This design comes from an exercise in tuning for small area on the open sky130 flow, not from production work.
The RTL was checked by simulation tests, not by an equivalence proof against the original design.
The clock port is modelled as an ideal driver; clocking choices that lean on that would not hold on a real chip.
Power figures rest on the tool's default switching activity, not on a simulated workload.

==> design/flow/design.v <==
module axi_stream_insert_header#(
    parameter DATA_WD = 32,
    parameter DATA_BYTE_WD = DATA_WD / 8,
    parameter BYTE_CNT_WD = $clog2(DATA_BYTE_WD)
    )(
    input 						clk,
    input 						rst_n,
    input 						valid_in,
    input [DATA_WD-1 : 0]		data_in,
    input [DATA_BYTE_WD-1 : 0]	keep_in,
    input 						last_in,
    output 						ready_in,
    output 						valid_out,
    output [DATA_WD-1 : 0] 		data_out,
    output [DATA_BYTE_WD-1 : 0] keep_out,
    output 						last_out,
    input 						ready_out,
    input 						valid_insert,
    input [DATA_WD-1 : 0] 		header_insert,
    input [DATA_BYTE_WD-1 : 0] 	keep_insert,
    input [BYTE_CNT_WD : 0] 	byte_insert_cnt,
    output 						ready_insert
);
reg ins;         
reg rdy;         
reg vo;          
wire hs = valid_insert & rdy;
always @(posedge clk or negedge rst_n) begin
    if (!rst_n) begin
        ins <= 1'b0;
        rdy <= 1'b0;
    end else begin
        ins <= hs;
        rdy <= ~ins;
    end
end
always @(posedge clk or negedge rst_n) begin
    if (!rst_n)
        vo <= 1'b1;
    else
        vo <= ~(ins & rdy);
end
assign ready_insert = rdy;
assign valid_out    = vo;
reg l1, l2, p1, p2;
wire pulse = ~l1 & l2;
always @(posedge clk or negedge rst_n) begin
    if (!rst_n) begin
        l1 <= 1'b0;
        l2 <= 1'b0;
        p1 <= 1'b0;
        p2 <= 1'b0;
    end else begin
        l1 <= last_in;
        l2 <= l1;
        p1 <= pulse;
        p2 <= p1;
    end
end
assign ready_in = ~pulse;
assign last_out = p2;
wire c4 = (keep_insert == 4'b1111);
wire c3 = (keep_insert == 4'b0111);
wire c2 = (keep_insert == 4'b0011);
wire c1 = (keep_insert == 4'b0001);
wire cv = c4 | c3 | c2 | c1;
wire en = valid_in & ready_in;
reg [31:0] d1, d2;
reg [3:0]  kin;
reg        d1v, d2v;
always @(posedge clk) begin
    if (en) begin
        d1  <= data_in;
        d2  <= d1;
        kin <= keep_in;
    end
end
always @(posedge clk or negedge rst_n) begin
    if (!rst_n) begin
        d1v <= 1'b0;
        d2v <= 1'b0;
    end else if (en) begin
        d1v <= 1'b1;
        d2v <= d1v;
    end
end
wire [3:0]  kins = kin & {4{d1v}};
reg [31:0] hdr;
reg [3:0]  hm;       
reg [3:0]  k;        
always @(posedge clk) begin
    if (hs & cv)
        hdr <= header_insert;
end
always @(posedge clk or negedge rst_n) begin
    if (!rst_n) begin
        hm <= 4'b0;
        k  <= 4'b0;
    end else if (hs) begin
        if (cv)
            hm <= {c4, c4 | c3, c4 | c3 | c2, 1'b1};
        k <= {c4, c3, c2, c1};
    end
end
wire s4 = ins ? c4 : k[3];
wire s3 = ins ? c3 : k[2];
wire s2 = ins ? c2 : k[1];
wire s1 = ins ? c1 : k[0];
wire ld = s4 | s3 | s2 | s1;
wire [3:0] th = {4{ins & c4}} & hm;         
wire       t4 = ~ins & k[3] & d2v;          
wire       a3 = ins & c3, b3 = ~ins & k[2] & d2v;
wire       a2 = ins & c2, b2 = ~ins & k[1] & d2v;
wire       a1 = ins & c1, b1 = ~ins & k[0] & d2v;
wire       e3 = s3 & d1v, e2 = s2 & d1v, e1 = s1 & d1v;
wire [7:0] hi0 = header_insert[7:0],  hi1 = header_insert[15:8], hi2 = header_insert[23:16];
wire [7:0] q0 = d2[7:0], q1 = d2[15:8], q2 = d2[23:16], q3 = d2[31:24];
wire [7:0] r1 = d1[15:8], r2 = d1[23:16], r3 = d1[31:24];
reg [31:0] h;
reg        hv;
wire       nld = ~ld;
wire [7:0] h3 = h[31:24], h2 = h[23:16], h1 = h[15:8], h0 = h[7:0];
wire [7:0] hd3 = hdr[31:24], hd2 = hdr[23:16], hd1 = hdr[15:8], hd0 = hdr[7:0];
wire [7:0] g31 = ~(({8{th[3]}} & hd3) | ({8{t4}} & q3) | ({8{a3}} & hi2));
wire [7:0] g32 = ~(({8{b3}} & q2) | ({8{a2}} & hi1) | ({8{b2}} & q1));
wire [7:0] g33 = ~(({8{a1}} & hi0) | ({8{b1}} & q0) | ({8{nld}} & h3));
wire [7:0] g21 = ~(({8{th[2]}} & hd2) | ({8{t4}} & q2) | ({8{a3}} & hi1));
wire [7:0] g22 = ~(({8{b3}} & q1) | ({8{a2}} & hi0) | ({8{b2}} & q0));
wire [7:0] g23 = ~(({8{e1}} & r3) | ({8{nld}} & h2));
wire [7:0] g11 = ~(({8{th[1]}} & hd1) | ({8{t4}} & q1) | ({8{a3}} & hi0));
wire [7:0] g12 = ~(({8{b3}} & q0) | ({8{e2}} & r3) | ({8{e1}} & r2));
wire [7:0] g13 = ~({8{nld}} & h1);
wire [7:0] g01 = ~(({8{th[0]}} & hd0) | ({8{t4}} & q0) | ({8{e3}} & r3));
wire [7:0] g02 = ~(({8{e2}} & r2) | ({8{e1}} & r1) | ({8{nld}} & h0));
wire [7:0] hn3 = ~(g31 & g32 & g33);
wire [7:0] hn2 = ~(g21 & g22 & g23);
wire [7:0] hn1 = ~(g11 & g12 & g13);
wire [7:0] hn0 = ~(g01 & g02);
wire [31:0] hn = {hn3, hn2, hn1, hn0};
always @(posedge clk) begin
    h <= hn;
end
always @(posedge clk or negedge rst_n) begin
    if (!rst_n)
        hv <= 1'b0;
    else if (ld)
        hv <= 1'b1;
end
assign data_out = ({32{ready_out & hv}} & h) | ({32{~ready_out & d2v}} & d2);
reg [3:0] ko;
always @(posedge clk or negedge rst_n) begin
    if (!rst_n)
        ko <= 4'b0;
    else if (vo)
        ko <= 4'b1111;
    else if (p2) begin
        if (cv)
            ko <= ({4{c4}} & kins)
                | ({4{c3}} & {kins[2:0], 1'b0})
                | ({4{c2}} & {kins[1:0], 2'b0})
                | ({4{c1}} & {kins[0],   3'b0});
    end else
        ko <= 4'b0;
end
assign keep_out = ko;
endmodule
==> design/flow/flow/run.sh <==
#!/bin/bash
# Layout flow: the standard ORFS flow (standard.sh), with
#  - the standard synthesis script, its ABC mapping step given an area-oriented script,
#  - port buffers of the smallest buffer cell (buf_1),
#  - CTS with small clock buffers and no dummy loads; afterwards (POST_CTS_TCL)
#    clock buffers whose sinks see a high estimated slew are upsized.
set -euo pipefail
W=$(pwd)
cat > "$W/synth_area.tcl" <<EOT
proc abc {args} {
  set i [lsearch \$args -script]
  lset args [expr {\$i + 1}] $W/flow/abc_area.script
  yosys abc {*}\$args
}
EOT
cat "$W/synth_recipe.tcl" >> "$W/synth_area.tcl"
bash "$W/standard.sh" \
  "SYNTH_SCRIPT=$W/synth_area.tcl" \
  "BUFFER_PORTS_ARGS=-buffer_cell sky130_fd_sc_hd__buf_1" \
  "CTS_ARGS=-sink_clustering_enable -repair_clock_nets -dont_use_dummy_load -buf_list {sky130_fd_sc_hd__clkbuf_4}" \
  "POST_CTS_TCL=$W/flow/upsize_clk.tcl" \
  finish > "$W/standard_make.log" 2>&1
==> design/flow/flow/abc_area.script <==
strash
&get -n
&st
&nf -R 1000 -p -a
&put
topo
==> design/flow/flow/upsize_clk.tcl <==
# After CTS: clock buffers whose clock pins see a high estimated slew are
# swapped for the next larger clock buffer, then placement is legalised again.
proc uck_run { th } {
  set block [ord::get_db_block]
  for {set pass 0} {$pass < 3} {incr pass} {
    estimate_parasitics -placement
    set changed 0
    foreach inst [$block getInsts] {
      set m [[$inst getMaster] getName]
      if {![string match sky130_fd_sc_hd__clkbuf_* $m]} { continue }
      set out [$inst findITerm X]
      set net [$out getNet]
      if {$net == "NULL"} { continue }
      set mx 0
      foreach it [$net getITerms] {
        if {[$it isOutputSignal]} { continue }
        set p [get_pins [$it getName]]
        set s [get_property $p slew_max]
        if {$s > $mx} { set mx $s }
      }
      if {$mx > $th} {
        set next ""
        switch $m {
          sky130_fd_sc_hd__clkbuf_2 { set next sky130_fd_sc_hd__clkbuf_4 }
          sky130_fd_sc_hd__clkbuf_4 { set next sky130_fd_sc_hd__clkbuf_8 }
          sky130_fd_sc_hd__clkbuf_8 { set next sky130_fd_sc_hd__clkbuf_16 }
        }
        if {$next ne ""} {
          puts "UCK: [$inst getName] $m -> $next (slew [format %.4f $mx])"
          replace_cell [$inst getName] $next
          incr changed
        }
      }
    }
    if {$changed == 0} { break }
  }
}
uck_run 0.105
detailed_placement
==> design/flow/standard.sh <==
#!/bin/bash
# synth_recipe.tcl (not shown) runs the flow's synth.tcl, then flattens the netlist and writes it again
# the make line also repeats each setting of config.mk as NAME=value (left out here)
make -C /OpenROAD-flow-scripts/flow DESIGN_CONFIG=/design/flow/config.mk WORK_HOME=/design/flow/orfs CLKGATE_MAP_FILE= SYNTH_SCRIPT=/design/flow/synth_recipe.tcl "${@:-finish}"
==> design/flow/config.mk <==
export PLATFORM = sky130hd
export DESIGN_NAME = axi_stream_insert_header
export DESIGN_NICKNAME = axi_stream_insert_header
export VERILOG_FILES = /design/flow/design.v
export SDC_FILE = /design/flow/constraint.sdc
export NUM_CORES = 4
export LEC_CHECK = 0
export CAP_MARGIN = 0
export CORE_MARGIN = 2
export CORE_UTILIZATION = 40
export GPL_TIMING_DRIVEN = 0
export SLEW_MARGIN = 0
==> design/flow/constraint.sdc <==
create_clock -name core_clock -period 4.0 [get_ports {clk}]
set_input_delay 0.8000 -clock core_clock [delete_from_list [all_inputs] [get_ports {clk}]]
set_output_delay 0.8000 -clock core_clock [all_outputs]
set_load 0.01 [all_outputs]
==> impl_results.md, run 1 <==
- WL final: 16.3 mm
- Register area share after synthesis: 0.714
- Post-synth ARST share: 0.143
- Crit-path cells: buf_1, nor2_1, nand3b_1, nor2_1, a21oi_1, and4_2, a222oi_1, nand3_1
- RSZ-0062 raised after global routing: no
- Worst hold margin: 0.294 ns
- Cell taking the most area after synthesis: edfxtp_1
- CP Capture Type: flop
- Cell with the most instances after synthesis: edfxtp_1
- CP most frequent cell: nor2_1
- Critical Path AT: 3.39 ns
- Final Hold Viols: 0
- Hpwl dp: roughly 10 mm
- GRT Residual Overflow: 0
- Routed Antenna Nets: 0
- EDFF count, synth: 100
- Vias in the first global route: ~4500
- Post-Layout Cell Count: slightly above 700
- Critical path class: input pin to flop
- CP Launch Type: input pin
- Synth Cell Area: between 5000 and 6000 um^2
- Tot GR Track Use: 0.207
- Buffers & Inverters on Critical Path: 1
- Core Area: 14400 um^2
- Synth top area share: 0.511
- Clock power frac: 0.237
- Worst-Margin Slew: around 1.4 ns
- Core Util, Final: 0.476
- Synth area leaders: edfxtp_1 (51%), a222oi_1 (12%), dfxtp_1 (11%)
- Num ports: 121
- Avg Vias per Cell: around 6.4
- Port bufs: 117
- First-pass GRT wire length: ~25 mm
- Synth Register Bits: approximately 150
- Top cells by count, synth: edfxtp_1 (100), a222oi_1 (72), nand2_1 (36)
- CP max FO: 33
- Worst skew pair latency: 0.38 ns
- Gate power share: 0.151
- Relative slew slack: 0.0919
- Shortest period the worst path allows: ~3.2 ns
- Power density over the cells: 477 nW/um^2
- Clock skew: 0.0309 ns
- Final WS setup: 0.831 ns
- RR Startpoint: ins$_DFF_PN0_
- Avg WL per Cell: 22.9 um
- Die area: 15700 um^2
- Crit-path max cell delay: approximately 0.81 ns
- Critical Path Start: keep_insert[3]
- Cell family with most CP delay: simple AND/OR/NAND/NOR gates
- Post-route clock period utilization: 0.792
- Seq pwr share: 0.613
- DRC violations left: 0
- Psw: ~850 uW
- # diodes: 0
- Fmax: 0.316 GHz
- CTS sink count: roughly 150
- Max-cap viol count: 0
- Internal power: 2.42 mW
- Syn nets: between 400 and 500
- Maximum VDD drop: 0.242 mV
- Switching Fraction: 0.261
- Die X: 125 um
- Area added between synthesis and finish: 16.8%
- Placed insts: 692
- Setup WS pre-CTS: 0.269 ns
- Starting Density: 0.408
- Main synth FF type: edfxtp_1
- Final Max Tran Viols: 0
- First-pass DRT Iterations: 7
- Share of cells above drive strength 1: 0.0569
- Leakage: 2.37 nW
- Vias after detailed routing: 4543
- Worst EP required: between 4 and 5 ns
- Cells after Synth: 387
- 1st-iter DRT viols: 642
- Initial antenna violation count: 0
- Clk slew on worst S/H paths: 0.10 ns
- Status: timing/DRC/antenna clean
- Final Power: 3.27 mW
- Critical path's slowest cell: nor2_1
- Site Rows: 44
- CTS tree: built
- Hold Path Class: input pin to asynchronous set/reset pin
- Yosys cell types: 29
- Placer Congestion: 0.861
- Largest net degree at the start of global routing: between 50 and 60
- Syn_area_per_cell: around 15 um^2
- Setup-failing EPs final: 0
- Yosys Warn Count: 1
- Die Y-Extent: 125 um
- Post-layout net count: 610
[cell type report]
cell class,count,area (um^2)
Fill cell,1320,7560
Sequential cell,154,4200
Multi-Input combinational cell,228,1680
Timing Repair Buffer,123,551
Tap cell,184,230
Clock buffer,17,189
Inverter,5,20.0
[registers in the layout (all words and copies together) (netlist names)]
| register | flops |
|---|---|
| d2v | 1 |
| ko | 4 |
| hv | 1 |
| d1v | 1 |
| p2 | 1 |
| l1 | 1 |
| rdy | 1 |
| d2 | 32 |
| h | 32 |
| k | 4 |
| vo | 1 |
| d1 | 32 |
| ins | 1 |
| l2 | 1 |
| hdr | 32 |
| p1 | 1 |
| kin | 4 |
| hm | 4 |
[cell usage in the layout (no fill, tap or decap), types with 2 or more instances in the layout]
cell and count:
buf_1 117, edfxtp_1 100, a222oi_1 72, nand2_1 36
a22o_1 32, dfxtp_1 32, nand3_1 25, dfrtp_1 21
o21ai_0 10, clkbuf_4 9, a22oi_1 8, clkbuf_8 7
a21oi_1 6, and2_0 5, nand2b_1 5, clkinv_1 4
nor2_1 4, and3_1 4, mux2_1 3, buf_8 3
and2_1 2, o22ai_1 2, buf_16 2
[worst paths after layout]
kind / to / slack [ns] / cells past startpoint
hold / removal: ko[2]$_DFFE_PN0P_ / 0.29 / 1
setup reg to reg: h[30]$_DFF_P_ / 0.95 / 6
hold reg to reg: p2$_DFF_PN0_ / 0.32 / 0
min in group core_clock: p2$_DFF_PN0_ / 0.32 / 0
setup / recovery: h[30]$_DFF_P_ / 0.83 / 8
max in group asynchronous: vo$_DFF_PN1_ / 3.19 / 2
[metrics by stage]
step / setup TNS (ns) / area (um^2)
final: 0 / 6870
after global routing: 0 / 6870
after detailed placement: 0 / 6650
after global placement: -21.28 / 6550
after floorplan: 0 / 5880
[power by group through the flow]
stage	logic (mW)	registers [mW]	clock network (mW)
floorplan	0.309	2.01	0
global placement	0.468	2.03	0
detailed placement	0.490	2.04	0
global route	0.543	2.02	0.855
finish	0.494	2.01	0.774
[cell families after synthesis]
family                 synth area share
and+or+nand+nor                  0.0745
AOI/OAI and AO/OA                 0.203
DFF                               0.714
muxes                           0.00575
buffers and inverters           0.00319
[metal layers]
layer,share of wire,up-vias,track usage
met5,0,-,0
met4,0.014,0,0.0765
met3,0.10,20,0.0454
met2,0.47,302,0.315
met1,0.42,2234,0.294
li1,-,1987,-
==> run 2, diff against run 1 <==
--- a/design/flow/design.v
+++ b/design/flow/design.v
@@ -88,7 +88,9 @@
 reg [31:0] hdr;
-reg [3:0]  hm;       
-reg [3:0]  k;        
+reg [1:0]  ks;
+reg        kv, hm0;
 always @(posedge clk) begin
-    if (hs & cv)
+    if (hs & cv) begin
         hdr <= header_insert;
+        ks  <= {c4 | c3, c4 | c2};
+    end
 end
@@ -96,10 +98,12 @@
     if (!rst_n) begin
-        hm <= 4'b0;
-        k  <= 4'b0;
+        kv  <= 1'b0;
+        hm0 <= 1'b0;
     end else if (hs) begin
+        kv <= cv;
         if (cv)
-            hm <= {c4, c4 | c3, c4 | c3 | c2, 1'b1};
-        k <= {c4, c3, c2, c1};
+            hm0 <= 1'b1;
     end
 end
+wire [3:0] hm = {4{hm0}} & {ks == 2'd3, ks[1], ks != 2'd0, 1'b1};
+wire [3:0] k  = {4{kv}} & {ks == 2'd3, ks == 2'd2, ks == 2'd1, ks == 2'd0};
 wire s4 = ins ? c4 : k[3];
--- a/design/flow/config.mk
+++ b/design/flow/config.mk
@@ -7,3 +7,3 @@
 export LEC_CHECK = 0
-export CAP_MARGIN = 0
+export CAP_MARGIN = 20
 export CORE_MARGIN = 2
@@ -11,2 +11,2 @@
 export GPL_TIMING_DRIVEN = 0
-export SLEW_MARGIN = 0
+export SLEW_MARGIN = 20
==> run 2 against run 1 <==
Critical path type is now flop to flop; cell count fell by 2.1%; via count fell by 0.77%; sequential cell count fell by 4; sequential share of layout area fell by 0.27 points; clock-buffer cell count did not move; worst setup slack improved by 0.26 ns; die area fell by 1.9%; wire length fell by 0.90%; non-clock buffer count rose by 1; highest routed layer unchanged; total power fell by 8.6%.
==> impl_results.md, run 2 <==
- Register area share after synthesis: 0.713
- Placer Congestion: approximately 0.88
- Worst r2r path cells: 6
- WL final: between 15 and 20 mm
- Synth Cell Area: 5760 um^2
- Cell with the most instances after synthesis: edfxtp_1
- Cell taking the most area after synthesis: edfxtp_1
- Area of the multi-input gates: roughly 1700 um^2
- Port bufs: 117
- Synth top area share: 0.532
- Routed Antenna Nets: 0
- Setup WS pre-CTS: slightly below 0.8 ns
- RR Startpoint: ins$_DFF_PN0_
- Share of cells above drive strength 1: 0.0698
- Max-cap viol count: 0
- Vias in the first global route: 4325
- First-pass DRT Iterations: 6
- Final Power: around 3.0 mW
- Core Area: 14000 um^2
- Crit-path cells: clkinv_1, nor2_4, a311oi_1, and3_2, a222oi_1, nand3_1
- First-pass GRT wire length: 24.1 mm
- Clock skew: 0.0360 ns
- Seq. cell area: 4110 um^2
- Worst EP required: 4.22 ns
- Adder-cell share of the synthesized area: 0
- Commonest non-fill, non-tap cell in the layout: buf_1
- Seq pwr share: 0.628
- Avg Vias per Cell: ~6.5
- 1st-iter DRT viols: between 800 and 900
- Post-Layout Cell Count: slightly below 700
- Worst R2R End: h[24]$_DFF_P_
- Switching Fraction: 0.252
- Placed insts: 679
- Critical Path AT: 3.13 ns
- Yosys cell types: 33
- Internal power: 2.24 mW
- Syn nets: 456
- Hold path endpoint: p2$_DFF_PN0_
- Avg WL per Cell: 23.2 um
- Leakage: 2.31 nW
- Die area: approximately 15000 um^2
- Hold Path Class: flop to flop
- Most frequent cells in the layout: buf_1 (117), edfxtp_1 (102), a222oi_1 (72)
- Psw: 755 uW
- R2r setup slk: 1.09 ns
- Yosys Warn Count: 1
- Synth Register Bits: 150
- Critical path class: flop to flop
- HP Start: p1$_DFF_PN0_
- Vias after detailed routing: between 4000 and 5000
- Simple-gate share of the synthesized area: 0.0784
- Final Max Tran Viols: 0
- Maximum VDD drop: 0.236 mV
- EDFF count, synth: between 100 and 150
- Top cells by count, synth: edfxtp_1 (102), a222oi_1 (72), a22o_1 (32), dfxtp_1 (32), nand2_1 (29)
- RSZ-0062 raised after global routing: no
- CTS sink count: 150
- Gate power share: 0.127
- Final Hold Viols: 0
- # diodes: 0
- Fill cells: between 1000 and 1500
- CTS tree: built
- Min-Delay Path Depth: 0
- Shortest period the worst path allows: 2.91 ns
- Synth area leaders: edfxtp_1 (53%), a222oi_1 (13%), dfxtp_1 (11%)
- Power density over the cells: 443 nW/um^2
- Worst hold margin: roughly 0.34 ns
- Tot GR Track Use: 0.216
- CP max FO: 33
- Starting Density: 0.412
- Compound-gate portion of the synthesized area: 0.204
- Clk slew on worst S/H paths: roughly 0.1 ns
- CP Launch Type: flop
- Post-route clock period utilization: 0.728
- Clock power frac: 0.245
- Num ports: ~120
- DRC violations left: 0
- Cells after Synth: 375
- Worst-Margin Slew: 1.10 ns
- Mux contribution to synthesized area: 0.00195
- Post-layout net count: 599
- Final WS setup: between 1 and 1.5 ns
- Die Y-Extent: 124 um
- Relative slew slack: 0.263
- Main synth FF type: edfxtp_1
- Area added between synthesis and finish: 17.2%
- Largest net degree at the start of global routing: 69
- Core Util, Final: 0.482
- Setup-failing EPs final: 0
- Initial antenna violation count: 0
- Status: timing/DRC/antenna clean
- CP Capture Type: flop
- Crit-path max cell delay: 0.73 ns
- Syn_area_per_cell: 15.4 um^2
- Worst skew pair latency: 0.38 ns
- Post-Synth XOR/XNOR Area: 0
- Fmax: between 0.3 and 0.4 GHz
- Critical path's slowest cell: nor2_4
- Die X: roughly 120 um
- Site Rows: between 40 and 50
- Post-synth ARST share: 0.107
- Hpwl dp: 10.2 mm
- GRT Residual Overflow: 0
- Largest family of logic cells by synthesized area: compound AO/OA/AOI/OAI gates
==> run 2: power by group through the flow <==
stage / Clock, mW / Combinational, mW / Sequential [mW]
global placement: 0 / 0.360 / 1.91
detailed placement: 0 / 0.379 / 1.91
global route: 0.811 / 0.416 / 1.89
floorplan: 0 / 0.219 / 1.89
finish: 0.733 / 0.380 / 1.88
==> run 2: cells by family after synthesis <==
family,after synthesis
flip-flops,150
AO/OA/AOI/OAI,131
AND/OR/NAND/NOR,89
buffers and inverters,4
multiplexers,1
==> run 2: cell type report <==
class	instances	share of cell area
inverters	4	0.00297
flip-flops and latches	150	0.608
multi-input cells	221	0.250
clock buffers	17	0.0261
well taps	180	0.0334
repair buffers	124	0.0790
==> run 2: metrics by stage <==
stage,TNS [ns],area [um^2]
finish,0,6750
global route,0,6750
detailed placement,0,6570
global placement,-45.68,6420
floorplan,0,5760
==> run 2: per-layer routing <==
layer | global-route usage | vias to the layer above | share of wire
met4 | 0.107 | 0 | 0.027
met1 | 0.291 | 2186 | 0.40
li1 | - | 1965 | -
met3 | 0.0636 | 40 | 0.11
met5 | 0 | - | 0
met2 | 0.319 | 317 | 0.46
==> run 2: worst max-delay path by stage <==
stage | start | to | slack, ns | depth (start not counted)
global route | ins$_DFF_PN0_ | h[26]$_DFF_P_ | 0.88 | 6
finish | ins$_DFF_PN0_ | h[24]$_DFF_P_ | 1.09 | 6
detailed placement | keep_insert[0] | h[26]$_DFF_P_ | 0.79 | 7
global placement | kv$_DFFE_PN0P_ | h[11]$_DFF_P_ | -0.59 | 4
floorplan | keep_insert[3] | hdr[0]$_DFFE_PP_ | 0.88 | 4
==> run 2: worst max-delay path: cells and delay by family (launching register included) <==
family	cells	cell delay, ns
flops	1	0.52
compound gates	2	0.54
simple gates	3	1.33
buf+inv	1	0.34
==> run 3, diff against run 2 <==
--- a/design/flow/flow/upsize_clk.tcl
+++ b/design/flow/flow/upsize_clk.tcl
@@ -37,3 +37,3 @@
 }
-uck_run 0.105
+uck_run 0.115
 detailed_placement
--- a/design/flow/config.mk
+++ b/design/flow/config.mk
@@ -11,2 +11,3 @@
 export GPL_TIMING_DRIVEN = 0
+export PLACE_DENSITY = 0.8
 export SLEW_MARGIN = 20
==> run 3 against run 2 <==
Largest power group unchanged; first-iteration DRC count down 5.4%; sequential share of layout area up 0.090 points; synthesized cell count unchanged.
==> impl_results.md, run 3 <==
- Status: timing/DRC/antenna clean
- Worst r2r path cells: 6
- Port bufs: between 100 and 150
- CP Capture Type: flop
- Worst-Margin Slew: 1.05 ns
- Num ports: 121
- Cells after Synth: 375
- WL final: 16.0 mm
- Worst EP required: 4.22 ns
- Worst hold margin: roughly 0.35 ns
- CP max FO: 33
- Main synth FF type: edfxtp_1
- DRC violations left: 0
- R2r setup slk: around 1.0 ns
- Yosys Warn Count: 1
- Die Y-Extent: 124 um
- Internal power: 2.21 mW
- Register area share after synthesis: 0.713
- Min-Delay Path Depth: 0
- Leakage: 2.30 nW
- Post-synth ARST share: 0.107
- Clock skew: 0.0296 ns
- Cell taking the most area after synthesis: edfxtp_1
- Hpwl dp: 10.5 mm
- Psw: 752 uW
- Hold path endpoint: p2$_DFF_PN0_
- Worst skew pair latency: 0.37 ns
- Die area: 15400 um^2
- 1st-iter DRT viols: 785
- RR Startpoint: ins$_DFF_PN0_
- Critical path class: flop to flop
- Avg WL per Cell: around 23 um
- Synth area leaders: edfxtp_1 (53%), a222oi_1 (13%), dfxtp_1 (11%)
- First-pass GRT wire length: 24.1 mm
- CP Launch Type: flop
- Site Rows: 43
- Switching Fraction: 0.254
- Die X: 124 um
- Top cells by count, synth: edfxtp_1 (102), a222oi_1 (72), a22o_1 (32), dfxtp_1 (32), nand2_1 (29)
- RSZ-0062 raised after global routing: no
- Critical Path AT: 3.20 ns
- Most frequent cells in the layout: buf_1 (117), edfxtp_1 (102), a222oi_1 (72)
- EDFF count, synth: 102
- Syn nets: 456
- CTS tree: built
- Post-layout net count: between 500 and 600
- Routed Antenna Nets: 0
- Critical path's slowest cell: nor2_4
- Setup-failing EPs final: 0
- Tot GR Track Use: 0.215
- First-pass DRT Iterations: 11
- Cell with the most instances after synthesis: edfxtp_1
- Final Hold Viols: 0
- Final Max Tran Viols: 0
- Synth top area share: 0.532
- Core Util, Final: 0.482
- Worst R2R End: h[26]$_DFF_P_
- Setup WS pre-CTS: slightly below 0.8 ns
- Clk slew on worst S/H paths: 0.10 ns
- Final setup TNS: 0 ns
- Seq pwr share: 0.636
- Max-cap viol count: 0
- Relative slew slack: 0.301
- Fill cells: between 1000 and 1500
- Maximum VDD drop: 0.279 mV
- Crit-path cells: clkinv_1, nor2_4, a311oi_1, and3_2, a222oi_1, nand3_1
- Syn_area_per_cell: 15.4 um^2
- Final WS setup: 1.03 ns
- Largest net degree at the start of global routing: a little under 70
- Placer Congestion: 0.833
- Yosys cell types: 33
- Synth Register Bits: 150
- Commonest non-fill, non-tap cell in the layout: buf_1
- Crit-path max cell delay: 0.71 ns
- Starting Density: 0.412
- HP Start: p1$_DFF_PN0_
- Power density over the cells: 439 nW/um^2
- GRT Residual Overflow: 0
- Vias after detailed routing: roughly 4500
- Post-route clock period utilization: 0.743
- Synth Cell Area: 5760 um^2
- Hold Path Class: flop to flop
- Final Power: 2.96 mW
- Area added between synthesis and finish: 17.0%
- Initial antenna violation count: 0
- CTS sink count: 150
- Avg Vias per Cell: 6.50
- Core Area: 14000 um^2
- Shortest period the worst path allows: 2.97 ns
- Gate power share: 0.130
- Share of cells above drive strength 1: 0.0698
- Clock power frac: 0.234
- Vias in the first global route: 4390
- # diodes: 0
- Fmax: between 0.3 and 0.4 GHz
## run 3: cell counts after synthesis
No cell type changed its count.
## run 3: critical path: cells and delay by family, from the launching register on
family          cells  cell delay (ns)
flops               1             0.53
compound gates      2             0.59
buf+inv             1             0.36
simple gates        3             1.33
## run 3: worst max-delay path by stage
stage,startpoint,end,slack [ns]
global route,ins$_DFF_PN0_,h[25]$_DFF_P_,0.91
floorplan,keep_insert[3],hdr[0]$_DFFE_PP_,0.88
global placement,ready_out,data_out[13],-0.33
detailed placement,keep_insert[0],h[26]$_DFF_P_,0.78
finish,ins$_DFF_PN0_,h[26]$_DFF_P_,1.03
## run 3: stage by stage
step / area, um^2 / std cells
3_5_place_dp: 6580 / 679
3_3_place_gp: 6420 / 672
2_1_floorplan: 5760 / 375
5_1_grt: 6740 / 696
6_report: 6740 / 696
## run 3: cell type report
class                           count  area (um^2)  share of cell area
Tap cell                          180          225              0.0334
Clock buffer                       17          158              0.0234
Multi-Input combinational cell    221         1680               0.250
Timing Repair Buffer              124          547              0.0811
Inverter                            4         20.0             0.00297
Sequential cell                   150         4110               0.609
## run 3: cell families (layout without fill, tap and decap cells)
family          Yosys count  count (layout)  synth area share
compound gates          131             131             0.204
simple gates             89              89            0.0784
flops                   150             150             0.713
mux                       1               1           0.00195
buf+inv                   4             145           0.00261
## run 3: layer usage
metal / global-route usage / vias up / part of all wire
met1: 0.277 / 2149 / 0.38
met3: 0.0577 / 59 / 0.11
met2: 0.336 / 359 / 0.47
met4: 0.108 / 0 / 0.033
li1: - / 1958 / -
met5: 0 / - / 0
## run 3: power by group through the flow
stage | Sequential, mW | Combinational, mW | Clock [mW]
2_1_floorplan | 1.89 | 0.219 | 0
3_3_place_gp | 1.91 | 0.352 | 0
3_5_place_dp | 1.91 | 0.382 | 0
5_1_grt | 1.89 | 0.420 | 0.776
6_report | 1.88 | 0.385 | 0.693
==> run 4, diff against run 3 <==
--- a/design/flow/config.mk
+++ b/design/flow/config.mk
@@ -11,3 +11,2 @@
 export GPL_TIMING_DRIVEN = 0
-export PLACE_DENSITY = 0.8
 export SLEW_MARGIN = 20
==> run 4 against run 3 <==
Still clean on timing, DRC and antenna; worst setup slack gained 0.12 ns; wire length increased by 0.31%; combinational power shrank 2%; clock skew increased by 0.0020 ns; clock-buffer cell count did not move; clock power down 1%; non-clock buffer count did not move; critical path depth increased by 1; critical path type is now input pin to flop; largest cell class unchanged.
==> impl_results.md, run 4 <==
- Starting Density: 0.412
- CP Launch Type: input pin
- Final setup TNS: 0 ns
- Max-cap viol count: 0
- Critical Path AT: 3.10 ns
- CP Capture Type: flop
- Worst skew pair latency: 0.37 ns
- Gate power share: 0.129
- Seq. cell area: 4110 um^2
- Power density over the cells: 437 nW/um^2
- Shortest period the worst path allows: 2.85 ns
- EDFF count, synth: 102
- Final Instance Area: 6720 um^2
- Crit-path max cell delay: 0.67 ns
- Tot GR Track Use: 0.216
- Synth Register Bits: 150
- GRT Residual Overflow: 0
- CTS tree: built
- Syn_area_per_cell: 15.4 um^2
- Area of the multi-input gates: between 1500 and 2000 um^2
- Worst EP required: roughly 4.3 ns
- Die area: 15400 um^2
- Routed Antenna Nets: 0
- Setup-failing EPs final: 0
- Cell family with most CP delay: simple AND/OR/NAND/NOR gates
- DRC violations left: 0
- Final Power: 2.94 mW
- RSZ-0062 raised after global routing: no
- CTS sink count: 150
- Cell with the most instances after synthesis: edfxtp_1
- Main synth FF type: edfxtp_1
- Yosys Warn Count: 1
- Vias in the first global route: 4319
- Maximum VDD drop: 0.236 mV
- Synth Cell Area: between 5000 and 6000 um^2
- Avg WL per Cell: approximately 23 um
- # diodes: 0
- Clock power frac: 0.232
- Final Max Tran Viols: 0
- Hpwl dp: ~10 mm
- Critical path's slowest cell: nor2_4
- Post-route clock period utilization: 0.712
- Switching Fraction: 0.254
- Placed instance area: 6570 um^2
- Core Area: 14000 um^2
- Clk slew on worst S/H paths: 0.10 ns
- Fmax: 0.351 GHz
- Yosys cell types: 33
- Psw: 746 uW
- First-pass DRT Iterations: 8
- Buffers & Inverters on Critical Path: 1
- Fill cells: 1271
- Site Rows: 43
- Cell taking the most area after synthesis: edfxtp_1
- Cells after Synth: ~380
- Worst-Margin Slew: 1.10 ns
- Post-Layout Cell Count: 696
- Post-synth ARST share: 0.107
- Syn nets: 456
- Avg Vias per Cell: between 6 and 7
- Uppermost layer routed: met4
- Most frequent cells in the layout: buf_1 (117), edfxtp_1 (102), a222oi_1 (72)
- Placed insts: around 680
- Internal power: 2.19 mW
- Relative slew slack: 0.264
- CP max FO: 33
- Share of cells above drive strength 1: 0.0698
- Wire length on met3: 1.70 mm
- Leakage: 2.30 nW
- Die Y-Extent: about 120 um
- Crit-path cells: buf_1, nand4b_1, nor2_4, a311oi_1, and3_2, a222oi_1, nand3_1
- Num ports: about 120
- Critical path class: input pin to flop
- Status: timing/DRC/antenna clean
- Die X: ~120 um
- Register area share after synthesis: 0.713
- Vias after detailed routing: 4442
- Placer Congestion: a little under 0.9
- Post-layout net count: 599
- 1st-iter DRT viols: 752
- DR WL met2: 7.66 mm
- Seq pwr share: 0.639
- Synth area leaders: edfxtp_1 (53%), a222oi_1 (13%), dfxtp_1 (11%)
- Clock skew: between 0.03 and 0.04 ns
- Initial antenna violation count: 0
- First-pass GRT wire length: 24.0 mm
- Commonest non-fill, non-tap cell in the layout: buf_1
- M1 WL: 6.31 mm
- Port bufs: roughly 120
- Hold Path Class: flop to flop
- WL final: around 16 mm
- Area added between synthesis and finish: 16.7%
- Top cells by count, synth: edfxtp_1 (102), a222oi_1 (72), a22o_1 (32), dfxtp_1 (32), nand2_1 (29)
- Largest net degree at the start of global routing: 69
- Synth top area share: 0.532
- Final Hold Viols: 0
-- run 4: cells by family after synthesis --
kind of cell	Yosys count	synth area share
multiplexers	1	0.00195
AND/OR/NAND/NOR	89	0.0784
AO/OA/AOI/OAI	131	0.204
flip-flops	150	0.713
buffers and inverters	4	0.00261
-- run 4: cell type report --
cell class / count / area share
inverters: 4 / 0.00298
well taps: 180 / 0.0335
multi-input cells: 221 / 0.251
repair buffers: 124 / 0.0793
clock buffers: 17 / 0.0225
flip-flops and latches: 150 / 0.611
-- run 4: worst paths after layout --
kind | end | startpoint | slack (ns) | depth (start not counted)
worst max-delay path | h[24]$_DFF_P_ | keep_insert[0] | 1.15 | 7
worst min-delay path | l2$_DFF_PN0_ | l1$_DFF_PN0_ | 0.38 | 0
worst max register to register | h[24]$_DFF_P_ | ins$_DFF_PN0_ | 1.16 | 6
worst min register to register | l2$_DFF_PN0_ | l1$_DFF_PN0_ | 0.38 | 0
max in group asynchronous | ko[2]$_DFFE_PN0P_ | rst_n | 2.95 | 1
min in group asynchronous | l1$_DFF_PN0_ | rst_n | 0.50 | 1
-- run 4: layer usage --
metal,up-vias,global-route usage
met5,-,0
met1,2161,0.292
met4,0,0.116
li1,1964,-
met2,289,0.318
met3,28,0.0582
-- run 4: power by group through the flow --
stage | clock network (mW) | registers, mW | logic [mW]
after floorplan | 0 | 1.89 | 0.219
after global placement | 0 | 1.91 | 0.360
after detailed placement | 0 | 1.91 | 0.379
after global routing | 0.762 | 1.89 | 0.416
final | 0.683 | 1.88 | 0.379
-- run 4: metrics by stage --
stage / hold slack, ns / utilization / worst slack (ns)
final: 0.380 / 0.481 / 1.15
after global routing: 0.397 / 0.481 / 0.902
after detailed placement: 0.336 / 0.470 / 0.793
after global placement: 0.333 / 0.459 / -0.585
after floorplan: 0.331 / - / 0.875
==> run 5, diff against run 4 <==
--- a/design/flow/config.mk
+++ b/design/flow/config.mk
@@ -9,4 +9,5 @@
 export CORE_MARGIN = 2
-export CORE_UTILIZATION = 40
+export CORE_UTILIZATION = 55
 export GPL_TIMING_DRIVEN = 0
+export PLACE_DENSITY = 0.7
 export SLEW_MARGIN = 20
==> run 5 against run 4 <==
Synthesized cell count stayed put; register-to-register slack worse by 0.05 ns; design area is 0.67% lower; clock power is 2% higher; critical path type is now flop to flop; largest power group unchanged.
==> impl_results.md, run 5 <==
- Status: timing/DRC/antenna clean
- Final WS setup: 1.11 ns
- Fill cells: ~800
- Die Y-Extent: 106 um
- Post-route clock period utilization: 0.723
- DRC violations left: 0
- Critical Path AT: 3.11 ns
- Leakage: 2.30 nW
- Clk slew on worst S/H paths: roughly 0.080 ns
- Synth Register Bits: 150
- Post-layout net count: roughly 600
- Post-Layout Cell Count: 652
- Setup WS pre-CTS: between 0.8 and 0.9 ns
- Shortest period the worst path allows: slightly below 3 ns
- Critical path class: flop to flop
- Most frequent cells in the layout: buf_1 (117), edfxtp_1 (102), a222oi_1 (72)
- CP Capture Type: flop
- CP Launch Type: flop
- Placer Congestion: 0.850
- First-pass DRT Iterations: 8
- Initial antenna violation count: 0
- Tot GR Track Use: 0.275
- Avg Vias per Cell: 6.79
- Final Hold Viols: 0
- Routed Antenna Nets: 0
- First-pass GRT wire length: roughly 23 mm
- Top cells by count, synth: edfxtp_1 (102), a222oi_1 (72), a22o_1 (32), dfxtp_1 (32), nand2_1 (29)
- WL final: 15.0 mm
- Avg WL per Cell: ~23 um
- Final Power: 2.95 mW
- Synth Cell Area: 5760 um^2
- Syn nets: 456
- Die X: 106 um
- Yosys Warn Count: 1
- Post-synth ARST share: 0.107
- Site Rows: 37
- Area added between synthesis and finish: 15.9%
- Core Area: 10200 um^2
- Relative slew slack: 0.294
- Power density over the cells: 442 nW/um^2
- Synth area leaders: edfxtp_1 (53%), a222oi_1 (13%), dfxtp_1 (11%)
- Hpwl dp: slightly below 10 mm
- Register area share after synthesis: 0.713
- CP max FO: 33
- Worst skew pair latency: 0.37 ns
- CTS tree: built
- Worst-Margin Slew: 1.06 ns
- Setup-failing EPs final: 0
- Cell taking the most area after synthesis: edfxtp_1
- Clock skew: ~0.033 ns
- RSZ-0062 raised after global routing: no
- Cell with the most instances after synthesis: edfxtp_1
- GRT Residual Overflow: 0
- Final Max Tran Viols: 0
- Synth top area share: 0.532
- Cells after Synth: 375
- Maximum VDD drop: 0.300 mV
- Share of cells above drive strength 1: 0.0698
- Yosys cell types: 33
- Largest net degree at the start of global routing: 69
- Worst EP required: ~4.2 ns
- Max-cap viol count: 0
- Num ports: 121
- Commonest non-fill, non-tap cell in the layout: buf_1
- # diodes: 0
- Final setup TNS: 0 ns
- Die area: between 10000 and 15000 um^2
- Vias after detailed routing: 4428
- Vias in the first global route: 4300
- EDFF count, synth: between 100 and 150
- Main synth FF type: edfxtp_1
- CTS sink count: 150
- Hold Path Class: flop to flop
- Placed insts: about 640
- Fmax: 0.346 GHz
- Starting Density: 0.563
- Syn_area_per_cell: about 15 um^2
- 1st-iter DRT viols: 760
- Port bufs: 117
- Worst hold margin: 0.354 ns
run 5: cell types whose count changed in the layout (fill, tap and decap cells not counted):
cell	before	now
nor2b_2	1	2
clkbuf_4	15	13
nor2b_4	2	1
clkbuf_8	1	3
buf_12	3	1
buf_16	0	1
buf_6	1	3
buf_4	3	2
run 5: worst max-delay path, stage by stage (launching register included):
cell and delay [ns]:
dfrtp_1 0.56, clkinv_1 0.37, nor2_4 0.70, a311oi_1 0.08
and3_2 0.48, a222oi_1 0.43, nand3_1 0.13
run 5: per-stage QoR:
stage / cell area [um^2] / utilization
after floorplan: 5760 / -
final: 6680 / 0.653
after global routing: 6680 / 0.653
after detailed placement: 6520 / 0.637
after global placement: 6370 / 0.623
run 5: per-layer routing:
metal	wire length, um	GRT usage
met5	0	0
met4	299	0.118
met3	1890	0.102
met2	7090	0.415
met1	5720	0.358
run 5: path summary, 6_finish.rpt:
check,cells after the start,endpoint,slack (ns),startpoint
min in group asynchronous,1,d2v$_DFFE_PN0P_,0.52,rst_n
worst min-delay path,0,p2$_DFF_PN0_,0.35,p1$_DFF_PN0_
worst min register to register,0,p2$_DFF_PN0_,0.35,p1$_DFF_PN0_
worst max-delay path,6,h[25]$_DFF_P_,1.11,ins$_DFF_PN0_
worst max register to register,6,h[25]$_DFF_P_,1.11,ins$_DFF_PN0_
max in group asynchronous,1,l2$_DFF_PN0_,2.94,rst_n
run 5: layout make-up:
cell class	count	area (um^2)	share of cell area
repair buffers	124	536	0.0802
multi-input cells	221	1680	0.252
well taps	136	170	0.0255
inverters	4	20.0	0.00300
flip-flops and latches	150	4110	0.615
clock buffers	17	164	0.0245
run 5: where the power goes:
group          switching (mW)  internal (mW)  leakage, nW
sequential             0.0821           1.80         1.40
combinational           0.223          0.151        0.800
clock                   0.433          0.265       0.0937
total                   0.738           2.21         2.30
run 5: cells by family after synthesis:
kind of cell / after synthesis / synth area share
multiplexers: 1 / 0.00195
AO/OA/AOI/OAI: 131 / 0.204
buffers and inverters: 4 / 0.00261
flip-flops: 150 / 0.713
AND/OR/NAND/NOR: 89 / 0.0784
==> run 6, diff against run 5 <==
--- a/design/flow/design.v
+++ b/design/flow/design.v
@@ -86,3 +86,2 @@
 end
-wire [3:0]  kins = kin & {4{d1v}};
 reg [31:0] hdr;
@@ -154,2 +153,11 @@
 reg [3:0] ko;
+wire       kp4 = p2 & d1v & c4, kp3 = p2 & d1v & c3;
+wire       kp2 = p2 & d1v & c2, kp1 = p2 & d1v & c1;
+wire       khold = p2 & ~cv;
+wire [3:0] kon = {4{vo}}
+               | ({4{kp4}} & kin)
+               | ({4{kp3}} & {kin[2:0], 1'b0})
+               | ({4{kp2}} & {kin[1:0], 2'b0})
+               | ({4{kp1}} & {kin[0],   3'b0})
+               | ({4{khold}} & ko);
 always @(posedge clk or negedge rst_n) begin
@@ -157,12 +165,4 @@
         ko <= 4'b0;
-    else if (vo)
-        ko <= 4'b1111;
-    else if (p2) begin
-        if (cv)
-            ko <= ({4{c4}} & kins)
-                | ({4{c3}} & {kins[2:0], 1'b0})
-                | ({4{c2}} & {kins[1:0], 2'b0})
-                | ({4{c1}} & {kins[0],   3'b0});
-    end else
-        ko <= 4'b0;
+    else
+        ko <= kon;
 end
--- a/design/flow/config.mk
+++ b/design/flow/config.mk
@@ -9,5 +9,4 @@
 export CORE_MARGIN = 2
-export CORE_UTILIZATION = 55
+export CORE_UTILIZATION = 40
 export GPL_TIMING_DRIVEN = 0
-export PLACE_DENSITY = 0.7
 export SLEW_MARGIN = 20
==> run 6 against run 5 <==
Still clean on timing, DRC and antenna; worst setup slack better by 0.023 ns; first-iteration DRC count down 6.4%; clock skew down 0.0032 ns; area after synthesis down 0.50%; register-to-register slack better by 0.12 ns; combinational power up 1%; sequential share of layout area down 0.26 points; sequential power about the same; design area up 0.43%; maximum frequency up 0.80%.
==> impl_results.md, run 6 <==
- CP Capture Type: primary output
- Buffers & Inverters on Critical Path: 2
- Post-synth ARST share: 0.107
- Syn nets: 448
- Register area share after synthesis: 0.716
- Leakage: approximately 2.3 nW
- Largest net degree at the start of global routing: 69
- Critical Path AT: 2.07 ns
- First-pass DRT Iterations: 11
- CP most frequent cell: buf_1
- Die Y-Extent: around 120 um
- Area of the multi-input gates: roughly 1700 um^2
- CP max FO: 32
- Seq. cell area: 4110 um^2
- Fill cells: 1242
- Synth top area share: 0.534
- Final WS setup: 1.13 ns
- Maximum VDD drop: 0.220 mV
- Avg Vias per Cell: ~6.3
- Main synth FF type: edfxtp_1
- Critical path class: input pin to primary output
- Cells after Synth: 367
- Crit-path max cell delay: 0.66 ns
- Fmax: 0.348 GHz
- Vias in the first global route: 4317
- Routed Antenna Nets: 0
- Site Rows: 43
- Hold Path Class: flop to flop
- CTS tree: built
- Synth area leaders: edfxtp_1 (53%), a222oi_1 (13%), dfxtp_1 (11%)
- Die X: 124 um
- Cell family with most CP delay: simple AND/OR/NAND/NOR gates
- Post-route clock period utilization: 0.718
- Setup-failing EPs final: 0
- Cell with the most instances after synthesis: edfxtp_1
- Commonest non-fill, non-tap cell in the layout: buf_1
- Synth Register Bits: 150
- Crit-path cells: buf_1, and2_2, a22o_1, buf_1
- Placed instance area: between 6000 and 7000 um^2
- First-pass GRT wire length: 23.6 mm
- Clock skew: 0.0296 ns
- Worst EP required: 3.20 ns
- Final Hold Viols: 0
- Worst hold margin: 0.357 ns
- # diodes: 0
- Relative slew slack: 0.311
- Shortest period the worst path allows: 2.87 ns
- Final Max Tran Viols: 0
- Cell taking the most area after synthesis: edfxtp_1
- Tot GR Track Use: 0.212
- Num ports: 121
- Status: timing/DRC/antenna clean
- Setup WS pre-CTS: 0.894 ns
- CP Launch Type: input pin
- Die area: 15300 um^2
- GRT Residual Overflow: 0
- Port bufs: 117
- RSZ-0062 raised after global routing: no
- Vias after detailed routing: 4325
- Syn_area_per_cell: 15.6 um^2
- Core Area: 13900 um^2
- Worst skew pair latency: between 0.3 and 0.4 ns
- Worst-Margin Slew: 1.03 ns
- Most frequent cells in the layout: buf_1 (117), edfxtp_1 (102), a222oi_1 (72)
- EDFF count, synth: between 100 and 150
- Area added between synthesis and finish: 17.0%
- Hpwl dp: 10.2 mm
- Max-cap viol count: 0
- WL final: between 15 and 20 mm
- Yosys Warn Count: 1
- 1st-iter DRT viols: 711
- DRC violations left: 0
- Final Instance Area: 6710 um^2
- Synth Cell Area: between 5000 and 6000 um^2
- Avg WL per Cell: 22.6 um
- Power density over the cells: 437 nW/um^2
- CTS sink count: 150
- Share of cells above drive strength 1: 0.0727
- Initial antenna violation count: 0
- Top cells by count, synth: edfxtp_1 (102), a222oi_1 (72), a22o_1 (32), dfxtp_1 (32), nand2_1 (27)
- Clk slew on worst S/H paths: 0.08 ns
- Placer Congestion: 0.870
- Starting Density: 0.411
- Post-layout net count: between 500 and 600
- Yosys cell types: 32
- Critical path's slowest cell: and2_2
run 6: cell count changes after synthesis, moves of 2 or more:
cell / previous run / this run
a221o_1: 0 / 4
a221oi_1: 0 / 2
and2_0: 2 / 4
nor2_1: 9 / 11
nand2_1: 29 / 27
o221ai_1: 2 / 0
a21oi_1: 6 / 2
o21ai_0: 5 / 1
run 6: logic make-up after synthesis:
group / Yosys count / synth area share
flops: 150 / 0.716
compound gates: 125 / 0.203
simple gates: 87 / 0.0760
buf+inv: 4 / 0.00262
mux: 1 / 0.00196
run 6: final timing paths:
path,cells past startpoint,to,startpoint,slack [ns]
max,4,data_out[12],ready_out,1.13
min,0,p2$_DFF_PN0_,p1$_DFF_PN0_,0.36
max reg2reg,6,h[24]$_DFF_P_,ins$_DFF_PN0_,1.23
min reg2reg,0,p2$_DFF_PN0_,p1$_DFF_PN0_,0.36
max in group asynchronous,1,rdy$_DFF_PN0_,rst_n,2.92
min in group asynchronous,1,l2$_DFF_PN0_,rst_n,0.52
run 6: final cells by class:
type | instances | share of cell area
clock buffers | 17 | 0.0226
multi-input cells | 213 | 0.247
repair buffers | 125 | 0.0821
well taps | 180 | 0.0336
inverters | 4 | 0.00298
flip-flops and latches | 150 | 0.612
run 6: worst register-to-register path, delay by kind of cell, from the launching register on:
| family | cells | cell delay, ns |
|---|---|---|
| buffers and inverters | 1 | 0.33 |
| DFF | 1 | 0.49 |
| and+or+nand+nor | 3 | 1.29 |
| AOI/OAI and AO/OA | 2 | 0.57 |
run 6: power by group:
group	switching, mW	internal (mW)	total [mW]
combinational	0.224	0.154	0.378
clock	0.434	0.243	0.677
sequential	0.0795	1.80	1.88
run 6: metal layers:
metal,up-vias,wire length (um),track usage
met4,0,280,0.0881
met1,2119,6360,0.281
met3,22,1580,0.0682
met5,-,0,0
met2,245,7370,0.323
li1,1939,-,-
run 6: through the flow:
stage          setup TNS [ns]   util  total power [mW]  instances
2_1_floorplan               0      -              2.11        367
6_report                    0  0.481              2.93        689
3_5_place_dp                0  0.471              2.29        672
3_3_place_gp           -44.62  0.459              2.27        664
5_1_grt                     0  0.481              3.08        689
==> run 7, diff against run 6 <==
--- a/design/flow/flow/run.sh
+++ b/design/flow/flow/run.sh
@@ -5,3 +5,4 @@
 #  - CTS with small clock buffers and no dummy loads; afterwards (POST_CTS_TCL)
-#    clock buffers whose sinks see a high estimated slew are upsized.
+#    clock buffers whose sinks see a high estimated slew are upsized,
+#  - power recovery (downsizing of non-critical cells) after global routing.
 set -euo pipefail
@@ -21,2 +22,3 @@
   "POST_CTS_TCL=$W/flow/upsize_clk.tcl" \
+  "RECOVER_POWER=100" \
   finish > "$W/standard_make.log" 2>&1
==> run 7 against run 6 <==
The layout now fails its checks (max-capacitance violations, max-slew violations); worst setup slack lost 0.52 ns; combinational power about the same; largest cell class unchanged; synthesized cell count did not move; sequential power about the same.
==> impl_results.md, run 7 <==
- RR Startpoint: ins$_DFF_PN0_
- CTS sink count: 150
- Register area share after synthesis: 0.716
- Hold Path Class: flop to flop
- Vias after detailed routing: 4352
- Leakage: 2.27 nW
- Mux contribution to synthesized area: 0.00196
- Yosys cell types: 32
- Crit-path max cell delay: 1.14 ns
- CP Launch Type: input pin
- Synth top area share: 0.534
- Compound-gate portion of the synthesized area: 0.203
- Shortest period the worst path allows: between 3 and 4 ns
- CP most frequent cell: buf_1
- Worst EP required: 3.20 ns
- Critical Path AT: 2.59 ns
- Cells after Synth: ~370
- Fill cells: 1246
- Met2 usage: 0.323
- Cell with the most instances after synthesis: edfxtp_1
- Max-cap viol count: 3
- Hold path endpoint: p2$_DFF_PN0_
- First-pass GRT wire length: 23.6 mm
- Simple-gate share of the synthesized area: 0.0760
- Syn_area_per_cell: 15.6 um^2
- Initial antenna violation count: 0
- Cell taking the most area after synthesis: edfxtp_1
- CP max FO: 32
- R2r setup slk: 0.90 ns
- Share of cells above drive strength 1: 0.0648
- WL final: 15.7 mm
- Power density over the cells: 438 nW/um^2
- Avg WL per Cell: 22.8 um
- Post-layout net count: 592
- Placer Congestion: 0.870
- # diodes: 0
- CTS tree: built
- RSZ-0062 raised after global routing: no
- Setup-failing EPs final: 0
- Worst R2R End: h[24]$_DFF_P_
- Adder-cell share of the synthesized area: 0
- Die Y-Extent: 124 um
- Critical path class: input pin to primary output
- Post-synth ARST share: 0.107
- Most frequent cells in the layout: buf_1 (116), edfxtp_1 (102), a222oi_1 (72)
- Post-Synth XOR/XNOR Area: 0
- Site Rows: 43
- Starting Density: 0.411
- Final setup TNS: 0 ns
- Num ports: 121
- GRT Max-Usage Layer: met2
- Die area: 15300 um^2
- 1st-iter DRT viols: approximately 690
- Worst r2r path cells: 6
- Met1 Track Usage GR: 0.281
- DRC violations left: 0
- Global Route met3 Usage: 0.0682
- Vias in the first global route: 4317
- Relative slew slack: -0.0228
- Commonest non-fill, non-tap cell in the layout: buf_1
- Yosys Warn Count: 1
- Cell family with most CP delay: simple AND/OR/NAND/NOR gates
- CP Capture Type: primary output
- Placed instance area: about 6600 um^2
- Crit-path cells: buf_1, and2_1, a22o_1, buf_1
- Largest family of logic cells by synthesized area: compound AO/OA/AOI/OAI gates
- Tot GR Track Use: 0.212
- Top cells by count, synth: edfxtp_1 (102), a222oi_1 (72), a22o_1 (32), dfxtp_1 (32), nand2_1 (27)
- Synth area leaders: edfxtp_1 (53%), a222oi_1 (13%), dfxtp_1 (11%)
- Failed Checks: max-capacitance violations, max-slew violations
- Worst skew pair latency: 0.37 ns
- First-pass DRT Iterations: 9
- Post-route clock period utilization: 0.849
- Clock skew: 0.0281 ns
- Min-Delay Path Depth: 0
- Clk slew on worst S/H paths: 0.08 ns
- Fmax: approximately 0.29 GHz
- Buffers & Inverters on Critical Path: 2
- Avg Vias per Cell: 6.32
- Hpwl dp: 10.2 mm
- Synth Cell Area: about 5700 um^2
- Synth Register Bits: 150
- Final Max Tran Viols: 102
- Worst-Margin Slew: 1.53 ns
- Final Instance Area: 6700 um^2
- Maximum VDD drop: about 0.22 mV
- Port bufs: 117
- HP Start: p1$_DFF_PN0_
- Routed Antenna Nets: 0
- Core Area: 13900 um^2
- GRT Residual Overflow: 0
- Syn nets: 448
- Area added between synthesis and finish: 16.8%
- Largest net degree at the start of global routing: 69
- EDFF count, synth: 102
- Critical path's slowest cell: and2_1
- Die X: 124 um
- Final Hold Viols: 0
- Main synth FF type: edfxtp_1
- Status: failed layout checks
-- run 7: cell counts after synthesis --
No cell type changed its count.
-- run 7: kinds of logic (layout without fill, tap and decap cells) --
kind of cell,after synthesis,count (layout)
muxes,1,1
DFF,150,150
buffers and inverters,4,146
and+or+nand+nor,87,87
AOI/OAI and AO/OA,125,125
-- run 7: worst reg2reg max path, delay by kind of cell (launching register included) --
family	cells	cell delay (ns)
buffers and inverters	1	0.33
flip-flops	1	0.49
AND/OR/NAND/NOR	3	1.53
AO/OA/AOI/OAI	2	0.65
-- run 7: final cells by class --
class	count	area [um^2]	area share
Clock buffer	17	151	0.0226
Timing Repair Buffer	125	551	0.0822
Multi-Input combinational cell	213	1650	0.246
Sequential cell	150	4110	0.613
Inverter	4	18.8	0.00280
Tap cell	180	225	0.0336
-- run 7: per-stage QoR --
stage / hold WS (ns) / setup WS [ns] / cells / utilization / total power [mW]
floorplan: 0.331 / 0.919 / 367 / - / 2.11
finish: 0.357 / 0.605 / 689 / 0.481 / 2.94
global placement: 0.331 / -0.591 / 664 / 0.459 / 2.27
global route: 0.386 / 0.539 / 689 / 0.481 / 3.08
detailed placement: 0.340 / 0.894 / 672 / 0.471 / 2.29
-- run 7: routing by layer --
layer | share of wire | vias to the layer above
met5 | 0 | -
met4 | 0.017 | 0
met3 | 0.098 | 26
met2 | 0.48 | 253
met1 | 0.41 | 2137
li1 | - | 1936
-- run 7: how the worst max path moves through the flow --
| stage | to | cells after the start | start | slack [ns] |
|---|---|---|---|---|
| global placement | h[11]$_DFF_P_ | 4 | ks[1]$_DFFE_PP_ | -0.59 |
| finish | data_out[16] | 4 | ready_out | 0.61 |
| floorplan | hdr[0]$_DFFE_PP_ | 4 | keep_insert[3] | 0.92 |
| detailed placement | h[26]$_DFF_P_ | 7 | keep_insert[0] | 0.89 |
| global route | data_out[20] | 4 | ready_out | 0.54 |
-- run 7: power breakdown --
part           switching, mW  internal (mW)  leakage (nW)
clock network          0.434          0.243        0.0885
registers             0.0799           1.80          1.40
logic                  0.225          0.153         0.780
total                  0.739           2.20          2.27
==> run 8, diff against run 7 <==
--- a/design/flow/flow/run.sh
+++ b/design/flow/flow/run.sh
@@ -6,3 +6,3 @@
 #    clock buffers whose sinks see a high estimated slew are upsized,
-#  - power recovery (downsizing of non-critical cells) after global routing.
+#  - no buffers larger than buf_4 for the resizer's repairs.
 set -euo pipefail
@@ -22,3 +22,6 @@
   "POST_CTS_TCL=$W/flow/upsize_clk.tcl" \
-  "RECOVER_POWER=100" \
+  "PRE_GLOBAL_PLACE_TCL=$W/flow/dont_use_big_bufs.tcl" \
+  "PRE_RESIZE_TCL=$W/flow/dont_use_big_bufs.tcl" \
+  "PRE_CTS_TCL=$W/flow/dont_use_big_bufs.tcl" \
+  "PRE_GLOBAL_ROUTE_TCL=$W/flow/dont_use_big_bufs.tcl" \
   finish > "$W/standard_make.log" 2>&1
==> design/flow/flow/dont_use_big_bufs.tcl (new file) <==
set_dont_use {sky130_fd_sc_hd__buf_6 sky130_fd_sc_hd__buf_8 sky130_fd_sc_hd__buf_12 sky130_fd_sc_hd__buf_16 sky130_fd_sc_hd__bufbuf_8 sky130_fd_sc_hd__bufbuf_16}
==> run 8 against run 7 <==
The run now finishes clean; total power increased by 0.77%; combinational power shrank 2%; area after synthesis stayed put; non-clock buffer count is the same; design area is 0.56% lower; first-iteration DRC count up 6.6%; register-to-register slack improved by 0.34 ns; sequential power about the same.
==> impl_results.md, run 8 <==
- Status: timing/DRC/antenna clean
- Maximum VDD drop: 0.257 mV
- Buffers & Inverters on Critical Path: 2
- Starting Density: 0.411
- Leakage: 2.26 nW
- Die area: between 15000 and 20000 um^2
- Core Util, Final: 0.478
- Power density over the cells: 444 nW/um^2
- GRT Residual Overflow: 0
- Main synth FF type: edfxtp_1
- Worst Setup EP: data_out[12]
- Post-Synth XOR/XNOR Area: 0
- Final Power: 2.96 mW
- Tot GR Track Use: 0.213
- Critical Path Start: ready_out
- EDFF count, synth: a little over 100
- Post-Layout Cell Count: 689
- Final Max Tran Viols: 0
- Most frequent cells in the layout: buf_1 (117), edfxtp_1 (102), a222oi_1 (72)
- Compound-gate portion of the synthesized area: 0.203
- CP max FO: 32
- WL final: 15.7 mm
- Die X: 124 um
- Crit-path cells: buf_1, and2_2, a22o_1, buf_1
- Largest net degree at the start of global routing: 69
- Setup-failing EPs final: 0
- Psw: between 700 and 800 uW
- Syn nets: around 450
- Vias after detailed routing: about 4400
- First-pass DRT Iterations: 9
- Share of cells above drive strength 1: 0.0727
- Area added between synthesis and finish: 16.2%
- Clock skew: approximately 0.028 ns
- Seq pwr share: 0.635
- Fmax: 0.342 GHz
- Max-cap viol count: 0
- Largest family of logic cells by synthesized area: compound AO/OA/AOI/OAI gates
- Synth Cell Area: 5730 um^2
- CTS sink count: 150
- Critical path class: input pin to primary output
- # diodes: 0
- Worst R2R End: h[26]$_DFF_P_
- Adder-cell share of the synthesized area: 0
- Switching Fraction: 0.253
- CP Launch Type: input pin
- Clock power frac: 0.239
- Site Rows: 43
- Simple-gate share of the synthesized area: 0.0760
- Worst-Margin Slew: 1.11 ns
- Post-route clock period utilization: 0.731
- Yosys cell types: 32
- CTS tree: built
- Commonest non-fill, non-tap cell in the layout: buf_1
- R2r setup slk: 1.24 ns
- Core Area: 13900 um^2
- Clk slew on worst S/H paths: ~0.080 ns
- Gate power share: 0.125
- Avg WL per Cell: 22.7 um
- Synth Register Bits: 150
- Final Hold Viols: 0
- Final Instance Area: between 6000 and 7000 um^2
- Register area share after synthesis: 0.716
- CP Depth: 4
- Hold Path Class: flop to flop
- Relative slew slack: 0.256
- Placed instance area: 6490 um^2
- Mux contribution to synthesized area: 0.00196
- Num ports: between 100 and 150
- Worst skew pair latency: 0.37 ns
- Cells after Synth: 367
- Syn_area_per_cell: approximately 16 um^2
- Hpwl dp: 10.1 mm
- RSZ-0062 raised after global routing: no
- Cell with the most instances after synthesis: edfxtp_1
- CP most frequent cell: buf_1
- Cell family with most CP delay: simple AND/OR/NAND/NOR gates
- CP Capture Type: primary output
- Placer Congestion: ~0.87
- Post-synth ARST share: 0.107
- Placed insts: 672
- Port bufs: 117
- 1st-iter DRT viols: between 700 and 800
- Initial antenna violation count: 0
- Yosys Warn Count: 1
- Min-Delay Path Depth: 0
- Internal power: 2.21 mW
- Cell taking the most area after synthesis: edfxtp_1
- Post-layout net count: 592
- Synth area leaders: edfxtp_1 (53%), a222oi_1 (13%), dfxtp_1 (11%)
- Critical Path AT: ~2.1 ns
- Final WS setup: 1.08 ns
- Crit-path max cell delay: 0.70 ns
- First-pass GRT wire length: between 20 and 25 mm
- DRC violations left: 0
- Avg Vias per Cell: 6.36
- Critical path's slowest cell: and2_2
- Setup WS pre-CTS: 0.911 ns
- Routed Antenna Nets: 0
- Worst EP required: 3.20 ns
- Vias in the first global route: 4257
- Shortest period the worst path allows: about 3 ns
- RR Startpoint: ins$_DFF_PN0_
- Synth top area share: 0.534
- Die Y-Extent: 124 um
- Top cells by count, synth: edfxtp_1 (102), a222oi_1 (72), a22o_1 (32), dfxtp_1 (32), nand2_1 (27)
- Worst r2r path cells: 6
==> run 8: cell counts after synthesis <==
Identical to the previous run, type by type.
==> run 8: how the worst min path moves through the flow <==
stage | slack [ns] | endpoint | from
final | 0.36 | p2$_DFF_PN0_ | p1$_DFF_PN0_
after global routing | 0.39 | p2$_DFF_PN0_ | p1$_DFF_PN0_
after detailed placement | 0.34 | p2$_DFF_PN0_ | p1$_DFF_PN0_
after global placement | 0.33 | p2$_DFF_PN0_ | p1$_DFF_PN0_
after floorplan | 0.33 | p2$_DFF_PN0_ | p1$_DFF_PN0_
==> run 8: final cells by class <==
type                            count  area, um^2
Fill cell                        1273        7280
Sequential cell                   150        4110
Multi-Input combinational cell    213        1660
Timing Repair Buffer              125         489
Tap cell                          180         225
Clock buffer                       17         164
Inverter                            4        20.0
==> run 8: logic make-up after synthesis <==
group | after synthesis
compound gates | 125
buf+inv | 4
flops | 150
mux | 1
simple gates | 87
==> run 8: layer usage <==
layer	vias up	part of all wire	routed length, um	track usage
met5	-	0	0	0
met4	0	0.023	358	0.0831
met2	283	0.47	7420	0.327
met3	30	0.095	1500	0.0623
met1	2136	0.41	6400	0.286
li1	1936	-	-	-
==> run 8: stage by stage <==
stage	setup TNS [ns]	hold slack, ns
6_report	0	0.357
5_1_grt	0	0.386
3_5_place_dp	0	0.340
3_3_place_gp	-44.62	0.331
2_1_floorplan	0	0.331
==> run 8: power groups by stage <==
stage	clock, mW	combinational (mW)	sequential [mW]
floorplan	0	0.218	1.89
global route	0.794	0.409	1.89
global placement	0	0.357	1.91
finish	0.708	0.370	1.88
detailed placement	0	0.370	1.91

[afterwards: timing with drivers on the ports]
How much do the figures lean on ideal ports? The routed layouts below were timed once more, with nothing changed but the port constraints. Step 1 (the two cells are an assumption about what drives the block):
set clk [get_ports {clk}]
set_driving_cell -lib_cell sky130_fd_sc_hd__clkbuf_16 $clk
set_driving_cell -lib_cell sky130_fd_sc_hd__buf_2 [delete_from_list [all_inputs] $clk]
Step 2 also shifts input and output timing later by t, the mid clock arrival at the registers, as if the neighbouring blocks saw the same clock. Three values: no drivers, after step 1, after step 2; two values: the first two.
| run | t, ns | setup slack, ns | hold slack, ns |
|---|---|---|---|
| run 1 | 0.402 | 0.831 / 0.853 / 0.451 | 0.294 / 0.273 / 0.325 |
| run 2 | 0.400 | 1.089 / 1.089 / 0.709 | 0.336 / 0.336 / 0.336 |
| run 3 | 0.400 | 1.028 / 1.028 / 0.661 | 0.355 / 0.355 / 0.355 |
| run 4 | 0.395 | 1.152 / 1.161 / 0.775 | 0.380 / 0.380 / 0.380 |
| run 5 | 0.390 | 1.107 / 1.096 / 0.753 | 0.354 / 0.354 / 0.354 |
| run 6 | 0.397 | 1.129 / 1.099 / 0.838 | 0.357 / 0.357 / 0.357 |
| run 7 | 0.397 | 0.605 / 0.574 / 0.496 | 0.357 / 0.357 / 0.357 |
| run 8 | 0.396 | 1.075 / 1.044 / 0.880 | 0.357 / 0.357 / 0.357 |
